This is an optimization exercise on Yosys and OpenROAD, whose aim is small area, a short achievable clock period and few clock cycles, not a production implementation. The RTL was checked by simulation tests, not by an equivalence proof against the original design. Power is estimated from default activity; no workload was simulated.

<file path="flow/run.sh">
#!/bin/bash
# Own layout flow: the standard ORFS flow (standard.sh, unchanged synthesis,
# floorplan, placement, CTS and routing) with two settings changed:
#  - the port buffers that placement inserts on every input and output are
#    sky130_fd_sc_hd__buf_2 instead of the slow delay-cell default;
#  - timing repair aims for a setup slack of 98.5 ns, so that it also sizes the
#    input and output paths (the fixed port delays make these the paths that
#    set the achieved period), not only paths with negative slack.
# The clock period and constraints are the standard flow's (constraint.sdc, config.mk).
# make's full output goes to flow_make.log; ORFS keeps one log per step under
# orfs/logs/.
set -euo pipefail
export BUFFER_PORTS_ARGS="-buffer_cell sky130_fd_sc_hd__buf_2"
export SETUP_SLACK_MARGIN=98.5
bash standard.sh > flow_make.log 2>&1
</file>
<file path="standard.sh">
#!/bin/bash
# synth_recipe.tcl (not shown) runs the flow's synth.tcl, then flattens the netlist and writes it again
# the make line also repeats each setting of config.mk as NAME=value (left out here)
make -C /OpenROAD-flow-scripts/flow DESIGN_CONFIG=/design/flow/config.mk WORK_HOME=/design/flow/orfs CLKGATE_MAP_FILE= SYNTH_SCRIPT=/design/flow/synth_recipe.tcl "${@:-finish}"
</file>
<file path="config.mk">
export PLATFORM = sky130hd
export DESIGN_NAME = PipelinedCPU
export DESIGN_NICKNAME = PipelinedCPU
export VERILOG_FILES = /design/flow/design.v
export SDC_FILE = /design/flow/constraint.sdc
export NUM_CORES = 4
export LEC_CHECK = 0
export CAP_MARGIN = 20
export CORE_MARGIN = 2
export CORE_UTILIZATION = 40
export CTS_BUF_LIST = sky130_fd_sc_hd__clkbuf_8
export PLACE_DENSITY = 0.55
export SLEW_MARGIN = 20
</file>
<file path="constraint.sdc">
create_clock -name core_clock -period 125.0 [get_ports {clk}]
set_input_delay 25.0000 -clock core_clock [delete_from_list [all_inputs] [get_ports {clk}]]
set_output_delay 25.0000 -clock core_clock [all_outputs]
set_load 0.01 [all_outputs]
</file>
<file path="design.v">
module PipelinedCPU(halt, clk, rst,
                    imem_addr, imem_rdata,
                    dmem_addr, dmem_wdata, dmem_we, dmem_rdata);
   output        halt;
   input         clk, rst;
   output [31:0] imem_addr;
   input  [31:0] imem_rdata;
   output [31:0] dmem_addr;
   output [31:0] dmem_wdata;
   output        dmem_we;
   input  [31:0] dmem_rdata;
   reg  [31:2] pc;           
   reg  [31:0] ir;           
   reg         iv;           
   reg         halt_r;       
   reg         done;         
   reg  [31:0] m_res;        
   reg  [31:0] m_sd;         
   reg         m_we;         
   reg         m_wen;        
   reg         m_ld;         
   reg  [4:0]  m_rd;
   reg  [2:0]  m_f3;
   reg         md_busy;
   reg  [2:0]  md_cnt;
   reg         md_a_hi;
   reg  [1:0]  md_acc_hi;
   wire [32:0] md_a   = {md_a_hi, m_sd};      
   wire [33:0] md_acc = {md_acc_hi, m_res};   
   reg  [31:0] md_b;         
   reg         md_bm1;       
   reg         md_negq, md_negr;
   assign halt       = halt_r;
   assign imem_addr  = {pc, 2'b00};
   assign dmem_addr  = m_res;
   assign dmem_wdata = m_sd;
   assign dmem_we    = m_we;
   wire [6:0] op  = ir[6:0];
   wire [2:0] f3  = ir[14:12];
   wire [4:0] rd  = ir[11:7];
   wire [4:0] rs1 = ir[19:15];
   wire [4:0] rs2 = ir[24:20];
   wire is_lui   = (op == 7'b0110111);
   wire is_auipc = (op == 7'b0010111);
   wire is_jal   = (op == 7'b1101111);
   wire is_jalr  = (op == 7'b1100111);
   wire is_br    = (op == 7'b1100011);
   wire is_ld    = (op == 7'b0000011);
   wire is_st    = (op == 7'b0100011);
   wire is_opi   = (op == 7'b0010011);
   wire is_op    = (op == 7'b0110011);
   wire is_md    = is_op & ir[25];
   wire is_zero  = (ir == 32'h00000000);
   wire use_rs1  = !(is_lui | is_auipc | is_jal);
   wire use_rs2  = is_op | is_st | is_br;
   wire wr_rd    = (is_lui | is_auipc | is_jal | is_jalr | is_ld | is_opi | is_op) && (rd != 5'd0);
   wire [31:0] imm_i = {{20{ir[31]}}, ir[31:20]};
   wire [31:0] imm_s = {{20{ir[31]}}, ir[31:25], ir[11:7]};
   wire [31:0] imm_u = {ir[31:12], 12'b0};
   wire [31:0] imm_b = {{20{ir[31]}}, ir[7], ir[30:25], ir[11:8], 1'b0};
   wire [31:0] imm_j = {{12{ir[31]}}, ir[19:12], ir[20], ir[30:21], 1'b0};
   wire [31:0] rf_a, rf_b;
   wire [31:0] w_data;
   RegFile RF(.AddrA(rs1), .DataOutA(rf_a),
              .AddrB(rs2), .DataOutB(rf_b),
              .AddrW(m_rd), .DataInW(w_data), .WenW(m_wen), .CLK(clk));
   wire fa_m = m_wen && (m_rd == rs1);
   wire fb_m = m_wen && (m_rd == rs2);
   wire [31:0] a  = fa_m ? m_res : rf_a;
   wire [31:0] bv = fb_m ? m_res : rf_b;
   wire ld_stall = m_ld && ((use_rs1 && fa_m) || (use_rs2 && fb_m));
   wire sltiu = is_opi && (f3 == 3'b011);
   wire [31:0] b = (is_op | is_br) ? bv :
                   is_st ? imm_s :
                   sltiu ? {20'b0, ir[31:20]} : imm_i;
   wire do_sub = is_br || ((is_op || is_opi) && (f3 == 3'b010 || f3 == 3'b011)) ||
                 (is_op && f3 == 3'b000 && ir[30]);
   wire [32:0] sum = {1'b0, a} + {1'b0, do_sub ? ~b : b} + {32'b0, do_sub};
   wire ltu = !sum[32];
   wire lt  = (a[31] ^ b[31]) ? a[31] : sum[31];
   wire eq  = (a == b);
   wire sh_left = !f3[2];
   wire [31:0] a_rev, sh_out_rev, sh_in, sh_out;
   genvar gi;
   generate for (gi = 0; gi < 32; gi = gi + 1) begin : REV
      assign a_rev[gi] = a[31 - gi];
      assign sh_out_rev[gi] = sh_out[31 - gi];
   end endgenerate
   assign sh_in  = sh_left ? a_rev : a;
   assign sh_out = $signed({ir[30] & !sh_left & a[31], sh_in}) >>> b[4:0];
   wire [31:0] sh_l = sh_out_rev;
   wire [31:0] sh_r = sh_out;
   reg [31:0] alu;
   always @* begin
      case (f3)
        3'b000: alu = sum[31:0];
        3'b001: alu = sh_l;
        3'b010: alu = {31'b0, lt};
        3'b011: alu = {31'b0, ltu};
        3'b100: alu = a ^ b;
        3'b101: alu = sh_r;
        3'b110: alu = a | b;
        default: alu = a & b;
      endcase
   end
   reg taken;
   always @* begin
      case (f3)
        3'b000: taken = eq;
        3'b001: taken = !eq;
        3'b100: taken = lt;
        3'b101: taken = !lt;
        3'b110: taken = ltu;
        3'b111: taken = !ltu;
        default: taken = 1'b0;
      endcase
   end
   wire [31:0] pc4   = {pc, 2'b00};
   wire [31:0] pc_x  = pc4 - 32'd4;
   wire [31:0] pcrel = pc_x + (is_br ? imm_b : is_jal ? imm_j : imm_u);
   wire md_div  = f3[2];
   wire [2:0] div_skip;
   wire [2:0] md_k = md_busy ? md_cnt : md_div ? div_skip : 3'd0;
   wire mul_early = !md_busy && (bv[31:8] == 24'd0);
   wire md_last = md_div ? (md_k == 3'd7) : ((md_k == 3'd3) || mul_early);
   wire mul_s = (f3 == 3'b001);
   wire [32:0] mul_a   = md_busy ? md_a : {mul_s & a[31], a};
   wire [31:0] mul_b   = md_busy ? md_b : bv;
   wire [33:0] mul_acc = md_busy ? md_acc : 34'd0;
   wire        mul_bm1 = md_busy & md_bm1;
   wire [8:0]  bth = {mul_b[7:0], mul_bm1};
   wire        mul_corr = mul_b[7] & (mul_early | ((md_k == 3'd3) & !mul_s));
   wire [35:0] pp0, pp1, pp2, pp3;
   wire        pn0, pn1, pn2, pn3;
   BoothRow BR0(.t(bth[2:0]), .a(mul_a), .p(pp0), .n(pn0));
   BoothRow BR1(.t(bth[4:2]), .a(mul_a), .p(pp1), .n(pn1));
   BoothRow BR2(.t(bth[6:4]), .a(mul_a), .p(pp2), .n(pn2));
   BoothRow BR3(.t(bth[8:6]), .a(mul_a), .p(pp3), .n(pn3));
   wire [41:0] mul_sum = {{8{mul_acc[33]}}, mul_acc} +
                         {{6{pp0[35]}}, pp0} +
                         {{4{pp1[35]}}, pp1, 2'b0} +
                         {{2{pp2[35]}}, pp2, 4'b0} +
                         {pp3, 6'b0} +
                         {35'b0, pn3, 1'b0, pn2, 1'b0, pn1, 1'b0, pn0} +
                         (mul_corr ? {mul_a[32], mul_a, 8'b0} : 42'd0);
   wire [31:0] mul_lo = {mul_sum[7:0], mul_b[31:8]};
   wire div_s = !f3[0];
   wire div_na = div_s & a[31];
   wire div_nb = div_s & bv[31];
   wire [31:0] div_ua = div_na ? (32'd0 - a) : a;
   wire [31:0] div_ub = div_nb ? (32'd0 - bv) : bv;
   reg [2:0] lzn;
   always @* begin
      casez ({div_ua[31:28] == 4'd0, div_ua[27:24] == 4'd0, div_ua[23:20] == 4'd0,
              div_ua[19:16] == 4'd0, div_ua[15:12] == 4'd0, div_ua[11:8] == 4'd0,
              div_ua[7:4] == 4'd0})
        7'b0??????: lzn = 3'd0;
        7'b10?????: lzn = 3'd1;
        7'b110????: lzn = 3'd2;
        7'b1110???: lzn = 3'd3;
        7'b11110??: lzn = 3'd4;
        7'b111110?: lzn = 3'd5;
        7'b1111110: lzn = 3'd6;
        default:    lzn = 3'd7;
      endcase
   end
   wire div_zero = (bv == 32'd0);
   assign div_skip = div_zero ? 3'd7 : lzn;
   wire [31:0] dv  = md_busy ? md_a[31:0] : div_ub;
   wire [31:0] dq0 = md_busy ? md_b : (div_ua << {div_skip, 2'b00});
   wire [31:0] dr0 = md_busy ? md_acc[31:0] : 32'd0;
   wire [31:0] dr1, dr2, dr3, dr4;
   wire [31:0] dq1, dq2, dq3, dq4;
   DivStep DS1(.r(dr0), .q(dq0), .d(dv), .r_o(dr1), .q_o(dq1));
   DivStep DS2(.r(dr1), .q(dq1), .d(dv), .r_o(dr2), .q_o(dq2));
   DivStep DS3(.r(dr2), .q(dq2), .d(dv), .r_o(dr3), .q_o(dq3));
   DivStep DS4(.r(dr3), .q(dq3), .d(dv), .r_o(dr4), .q_o(dq4));
   wire negq = md_busy ? md_negq : (div_na ^ div_nb);
   wire negr = md_busy ? md_negr : div_na;
   wire [31:0] div_x   = f3[1] ? dr4 : dq4;
   wire        div_neg = f3[1] ? negr : negq;
   wire [31:0] div_res = (div_zero && !md_busy) ? (f3[1] ? a : 32'hffffffff) :
                         div_neg ? (32'd0 - div_x) : div_x;
   wire [31:0] mul_res = (f3[1:0] == 2'b00) ? (mul_early ? mul_sum[31:0] : mul_lo) :
                         mul_early ? {{22{mul_sum[41]}}, mul_sum[41:32]} : mul_sum[39:8];
   wire [31:0] md_res = md_div ? div_res : mul_res;
   wire x_go     = iv && !done;                   
   wire x_stall  = x_go && (ld_stall || is_zero || (is_md && !md_last));
   wire x_done   = x_go && !x_stall;                
   wire redirect = x_done && (is_jal || is_jalr || (is_br && taken));
   wire md_step  = x_go && is_md && !ld_stall;      
   wire [31:0] target = is_jalr ? {sum[31:1], 1'b0} : pcrel;
   wire [31:0] x_res = is_lui ? imm_u :
                       is_auipc ? pcrel :
                       (is_jal | is_jalr) ? pc4 :
                       (is_ld | is_st) ? sum[31:0] :
                       is_md ? md_res : alu;
   wire [31:0] st_data = (f3[1:0] == 2'b00) ? {{24{bv[7]}}, bv[7:0]} :
                         (f3[1:0] == 2'b01) ? {{16{bv[15]}}, bv[15:0]} : bv;
   wire [31:0] ld_val = (m_f3[1:0] == 2'b00) ? {{24{~m_f3[2] & dmem_rdata[7]}}, dmem_rdata[7:0]} :
                        (m_f3[1:0] == 2'b01) ? {{16{~m_f3[2] & dmem_rdata[15]}}, dmem_rdata[15:0]} :
                        dmem_rdata;
   assign w_data = m_ld ? ld_val : m_res;
   always @(posedge clk or negedge rst) begin
      if (!rst) begin
         pc <= 30'd0;
         iv <= 1'b0;
         halt_r <= 1'b0;
         done <= 1'b0;
      end else begin
         halt_r <= iv & is_zero & !done;
         done <= done | (iv & is_zero);
         if (redirect) begin
            pc <= target[31:2];
            iv <= 1'b0;
         end else if (!x_stall) begin
            pc <= pc + 30'd1;
            iv <= 1'b1;
         end
      end
   end
   always @(posedge clk)
      if (!x_stall)
         ir <= imem_rdata;
   always @(posedge clk or negedge rst) begin
      if (!rst) begin
         m_we  <= 1'b0;
         m_wen <= 1'b0;
         m_ld  <= 1'b0;
      end else begin
         m_we  <= x_done & is_st;
         m_wen <= x_done & wr_rd;
         m_ld  <= x_done & is_ld;
      end
   end
   wire md_keep = md_step && !md_last;
   wire [33:0] md_acc_nx = md_div ? {2'b0, dr4} : mul_sum[41:8];
   wire [32:0] md_a_nx   = md_div ? {1'b0, dv} : mul_a;
   always @(posedge clk) begin
      m_res <= md_keep ? md_acc_nx[31:0] : x_res;
      m_sd  <= md_keep ? md_a_nx[31:0] : st_data;
      m_rd  <= rd;
      m_f3  <= f3;
   end
   always @(posedge clk or negedge rst) begin
      if (!rst) begin
         md_busy <= 1'b0;
         md_cnt  <= 3'd0;
      end else if (md_step) begin
         md_busy <= !md_last;
         md_cnt  <= md_k + 3'd1;
      end
   end
   always @(posedge clk)
      if (md_step) begin
         md_a_hi   <= md_a_nx[32];
         md_acc_hi <= md_acc_nx[33:32];
         if (md_div) begin
            md_b    <= dq4;
            md_negq <= negq;
            md_negr <= negr;
         end else begin
            md_b    <= mul_lo;
            md_bm1  <= mul_b[7];
         end
      end
endmodule  
module DivStep(r, q, d, r_o, q_o);
   input  [31:0] r, q, d;
   output [31:0] r_o, q_o;
   wire [32:0] sh   = {r, q[31]};
   wire [33:0] diff = {1'b0, sh} - {2'b0, d};
   wire        fit  = !diff[33];
   assign r_o = fit ? diff[31:0] : sh[31:0];
   assign q_o = {q[30:0], fit};
endmodule  
module BoothRow(t, a, p, n);
   input  [2:0]  t;
   input  [32:0] a;
   output [35:0] p;
   output        n;
   reg [35:0] m;
   always @* begin
      case (t)
        3'b001, 3'b010, 3'b101, 3'b110: m = {{3{a[32]}}, a};
        3'b011, 3'b100:                 m = {{2{a[32]}}, a, 1'b0};
        default:                        m = 36'd0;
      endcase
   end
   assign n = t[2] & ~(t[1] & t[0]);
   assign p = n ? ~m : m;
endmodule  
module RegFile(AddrA, DataOutA,
               AddrB, DataOutB,
               AddrW, DataInW, WenW, CLK);
   input  [4:0]  AddrA, AddrB, AddrW;
   output [31:0] DataOutA, DataOutB;
   input  [31:0] DataInW;
   input         WenW, CLK;
   reg [31:0] Mem [1:31];
   reg [31:0] oa, ob;
   integer i;
   always @* begin
      oa = 32'd0;
      ob = 32'd0;
      for (i = 1; i < 32; i = i + 1) begin
         oa = oa | ({32{AddrA == i}} & Mem[i]);
         ob = ob | ({32{AddrB == i}} & Mem[i]);
      end
   end
   assign DataOutA = oa;
   assign DataOutB = ob;
   always @(posedge CLK)
     if (WenW && AddrW != 5'd0)
       Mem[AddrW] <= DataInW;
endmodule  
</file>
==> run summary <==
-- Yosys cell counts (36+ instances only) --
library cell,number
mux2_2,84
nor4_1,71
o211ai_1,86
a221oi_1,79
o22ai_1,36
and2_1,74
and3_1,443
o21ai_0,465
buf_2,45
o31ai_1,42
a21oi_1,532
nand2b_1,57
o21bai_1,40
a211oi_1,70
buf_1,70
fa_1,108
nor3_1,149
nor2b_1,85
clkbuf_1,512
a31oi_1,114
xnor2_1,328
o21a_1,69
xor2_1,144
or3_1,46
edfxtp_1,1062
nand4_1,135
a21o_1,78
dfrtp_1,40
nor2_1,674
buf_4,48
a21boi_0,45
nand3_1,324
ha_1,376
mux2i_1,176
inv_1,399
dfxtp_1,72
nand2_1,639
a2111oi_0,113
a22oi_1,658
-- per-layer routing --
metal | track usage [%] | vias up | part of all wire (%)
li1 | - | 35300 | -
met1 | 51.3 | 42600 | 34
met2 | 64.1 | 7879 | 41
met3 | 18.2 | 2337 | 14
met4 | 37.0 | 22 | 10
met5 | 1.06 | - | 0.12
-- cells by family after synthesis --
kind of cell | after synthesis
AND/OR/NAND/NOR | 2865
flip-flops | 1174
multiplexers | 272
other | 1
buffers and inverters | 1103
XOR/XNOR | 472
adder cells (fa/ha/maj) | 484
AO/OA/AOI/OAI | 2782
-- power by group through the flow --
stage                     Clock, uW  Sequential, uW  Combinational [uW]
after floorplan                   0             481                1520
final                           356             480                2640
after detailed placement          0             496                2480
after global routing            373             480                2750
after global placement            0             496                2470
after CTS                       356             479                2540
-- per-stage QoR --
step | setup WS [ps] | util, % | std cells | hold slack, ps
after floorplan | 98160 | - | 9154 | 346
after global placement | 97720 | 42.7 | 11900 | 455
after detailed placement | 97690 | 42.8 | 11900 | 470
after CTS | 98150 | 45.2 | 12300 | 483
after global routing | 98230 | 45.3 | 12300 | 517
final | 98230 | 45.4 | 12400 | 485
-- cells in the final DEF (no fill, tap or decap), types with 321 or more instances in the layout --
| master | instances |
|---|---|
| buf_4 | 484 |
| nand3_1 | 321 |
| nand2_1 | 638 |
| and3_1 | 443 |
| ha_1 | 374 |
| a22oi_1 | 658 |
| a21oi_1 | 520 |
| nor2_1 | 612 |
| inv_1 | 453 |
| o21ai_0 | 436 |
| edfxtp_1 | 1062 |
| xnor2_1 | 327 |
-- final timing paths --
path                            from       endpoint  slack (ps)  cells after the start
setup / recovery           m_res[21]  dmem_addr[21]       98230                      1
hold / removal                  done           done         480                      1
setup reg to reg              ir[15]      m_res[24]       99470                     81
hold reg to reg                 done           done         480                      1
max in group asynchronous        rst        md_busy      100420                      2
min in group asynchronous        rst         pc[28]       24020                      2
-- state kept, by name, indices dropped and copies added, names as in the netlist, 2 cells and up --
register and count:
m_sd 32, RF.Mem 992, m_rd 5, ir 32
m_res 32, md_acc_hi 2, md_b 32, m_f3 3
md_cnt 3, pc 30
-- what timing repair did --
item / in CTS / in global routing
gates cloned: 0 / 1
setup buffers: 82 / 11
resized for setup: 223 / 7
pin swaps: 0 / 1
setup endpoints to repair: 96 / 102
-- cell type report --
class	instances	area, sq um	area share, %
clock inverters	168	1050	1.07
well taps	2838	3550	3.65
clock buffers	209	2880	2.95
repair buffers	655	5170	5.30
inverters	407	1530	1.57
diodes	59	148	0.152
flip-flops and latches	1174	34500	35.4
multi-input cells	6878	48600	49.9
==> results_tabular.tex <==
\begin{tabular}{lr}
\hline
Metric & Value \\
\hline
\multicolumn{2}{l}{\textbf{Run status}} \\
\quad Outcome & timing/DRC/antenna clean \\
\multicolumn{2}{l}{\textbf{Cells and area}} \\
\quad Area growth from synthesis to layout & 12.7\% \\
\quad Final layout net count & 9871 \\
\quad Fillers & 20600 \\
\quad Post-route cell area & 0.0974 sq mm \\
\quad Layout cell share with drive strength beyond 1 & 14.6\% \\
\multicolumn{2}{l}{\textbf{STA}} \\
\quad Actual transition at the worst max-transition pin & 1270 ps \\
\quad Total of endpoints with negative setup slack in the final report & 0 \\
\quad Highest clock frequency the design can meet & 37.4 MHz \\
\quad Setup repair after global routing missed its margin & yes \\
\quad Total negative slack & 0 ps \\
\quad Fin crit share & 21.4\% \\
\quad Max-slew violation total from the final report & 0 \\
\quad Final worst path period need & 26770 ps \\
\quad Remaining max-slew budget at the tightest pin & 15.2\% \\
\quad Worst clock skew on the final layout & 104 ps \\
\quad Hold Fails Final Rpt & 0 \\
\multicolumn{2}{l}{\textbf{Synth}} \\
\quad Area share of the leading cell type in the synthesized netlist & 36.9\% \\
\quad Multiplexer area fraction after synthesis & 3.45\% \\
\quad Share of synthesized area occupied by flip-flops and latches & 39.7\% \\
\quad Total of warnings raised by yosys & 3 \\
\quad Leading register cell type out of synthesis & edfxtp\_1 \\
\quad Top cells by area in the synthesized netlist & edfxtp\_1 (37\%), a22oi\_1 (5.7\%), ha\_1 (5.4\%) \\
\quad Gate count of the mapped netlist & 9153 \\
\quad Library cells used by synthesis & 123 \\
\quad Register bit count reported by yosys & 1174 \\
\quad Share of the synthesized area in compound gates (AO/OA/AOI/OAI) & 22.2\% \\
\quad Simple-gate share of the synthesized area & 16.7\% \\
\quad Main combinational cell family by area after synthesis & compound AO/OA/AOI/OAI gates \\
\quad Cell type with the largest total area after synthesis & edfxtp\_1 \\
\quad Post-synthesis area per instance & 9.44 sq um \\
\quad Share of flip-flops with an asynchronous set or reset after synthesis & 3.41\% \\
\quad Post-synthesis instance area & 0.0864 sq mm \\
\quad Post-synthesis adder-cell area fraction & 7.95\% \\
\quad Number of enable-type register cells in the synthesized netlist & 1062 \\
\quad Xor-xnor portion of the synthesized cell area & 4.78\% \\
\multicolumn{2}{l}{\textbf{Clock network}} \\
\quad Clock root buffer master & clkbuf\_8 \\
\quad Largest buffer count on any clock path & 3 \\
\quad H-tree level count & 4 \\
\quad Number of clock sinks & 1174 \\
\quad Num CTS Buffers & 205 \\
\quad Clock transition at the registers of the reported paths & 70 ps \\
\quad Worst skew pair latency & 1100 ps \\
\quad CTS hold repair buffers & 0 \\
\quad Clock tree from TritonCTS & yes \\
\multicolumn{2}{l}{\textbf{Floorplan}} \\
\quad Area of the die & 0.220 sq mm \\
\quad Standard-cell row count & 170 \\
\quad IO Pins & 164 \\
\quad Area of the core & 0.215 sq mm \\
\quad Floorplan die width & 469 um \\
\quad Floorplan die height & 469 um \\
\quad Initial standard-cell utilization of the core & 40.3\% \\
\multicolumn{2}{l}{\textbf{Drt}} \\
\quad Total via count after detailed routing & 88100 \\
\quad Via-per-instance ratio & 7.11 \\
\quad Drt initial violations & 14800 \\
\quad Detail-routed net length per standard cell & 40.9 um \\
\quad Routed Wire Length & 506000 um \\
\quad DRC Markers & 0 \\
\quad Final ANT Viol Nets & 0 \\
\quad TritonRoute pass-1 iters & 9 \\
\multicolumn{2}{l}{\textbf{Setup path}} \\
\quad Worst Setup Path Type & reg -> out \\
\quad CP delay by family, top & flip-flops \\
\quad List of cells traversed by the critical path & buf\_6 \\
\quad Slowest-stage cell, CP & dfxtp\_4 \\
\quad Bufs and invs on worst path & 1 \\
\quad Largest driver fanout on the critical path & 2 \\
\quad Required time reported for the critical path endpoint & 100000 ps \\
\quad Capturing element type of the critical path & output port \\
\quad Critical path data arrival time & 1770 ps \\
\quad Startpoint type of the worst setup path & flop \\
\quad Worst path max stage delay & 520 ps \\
\multicolumn{2}{l}{\textbf{Placement}} \\
\quad Port Buffer Count & 161 \\
\quad HPWL after DPL & 334000 um \\
\quad Post-place instance area & 0.0918 sq mm \\
\quad Routability cong. & 1.06 \\
\multicolumn{2}{l}{\textbf{Power and ir drop}} \\
\quad Int Pwr & 1480 uW \\
\quad Max rail drop VDD & 0.0912 mV \\
\quad Part of the power in combinational logic & 75.9\% \\
\quad LEAKAGE & 0.0381 uW \\
\quad Share of power burned in the clock network & 10.3\% \\
\quad Final total power & 3470 uW \\
\quad Total power density per cell area & 35.6 mW/mm\^{}2 \\
\quad Sw power & 1990 uW \\
\quad Switching share of power & 57.4\% \\
\quad Share of total power in sequential cells & 13.8\% \\
\multicolumn{2}{l}{\textbf{GRT}} \\
\quad GRT Resource Usage Total & 44.5\% \\
\quad Vias in the first global route & 81700 \\
\quad Largest net degree at the start of global routing & 122 \\
\quad Total congestion overflow & 0 \\
\quad Initial antenna violation count & 51 \\
\quad Wire length of the first global-routing pass & 676000 um \\
\multicolumn{2}{l}{\textbf{Run}} \\
\quad Max-cap viol count & 0 \\
\multicolumn{2}{l}{\textbf{Hold path}} \\
\quad Hold/Removal Path Class & reg -> reg \\
\hline
\end{tabular}
Testbench counts, summed over its fixed seeds: cycles 47,194.

[afterwards: timing with drivers on the ports]
Ports are ideal in the flow. The routed layout listed here was re-timed in OpenROAD. Step 1 sets driving cells, clkbuf_16 on the clock port and buf_2 on the other inputs (assumed; they add their load-dependent delay and slew). Step 2 times the ports against the registers' clock, not the clock port: input delays grow and output delays shrink by t, the midpoint of the rising clock arrivals with the driver on. a / b / c = no drivers / after step 1 / after step 2; a / b = the first two.
t, ns: 1.135
setup slack, ns: 98.230 / 98.139 / 97.601
worst setup path at the end: input to register
After both steps this run still meets setup and hold. For this run, drivers alone change the setup slack by -0.091 ns; drivers and shift together by -0.629 ns.
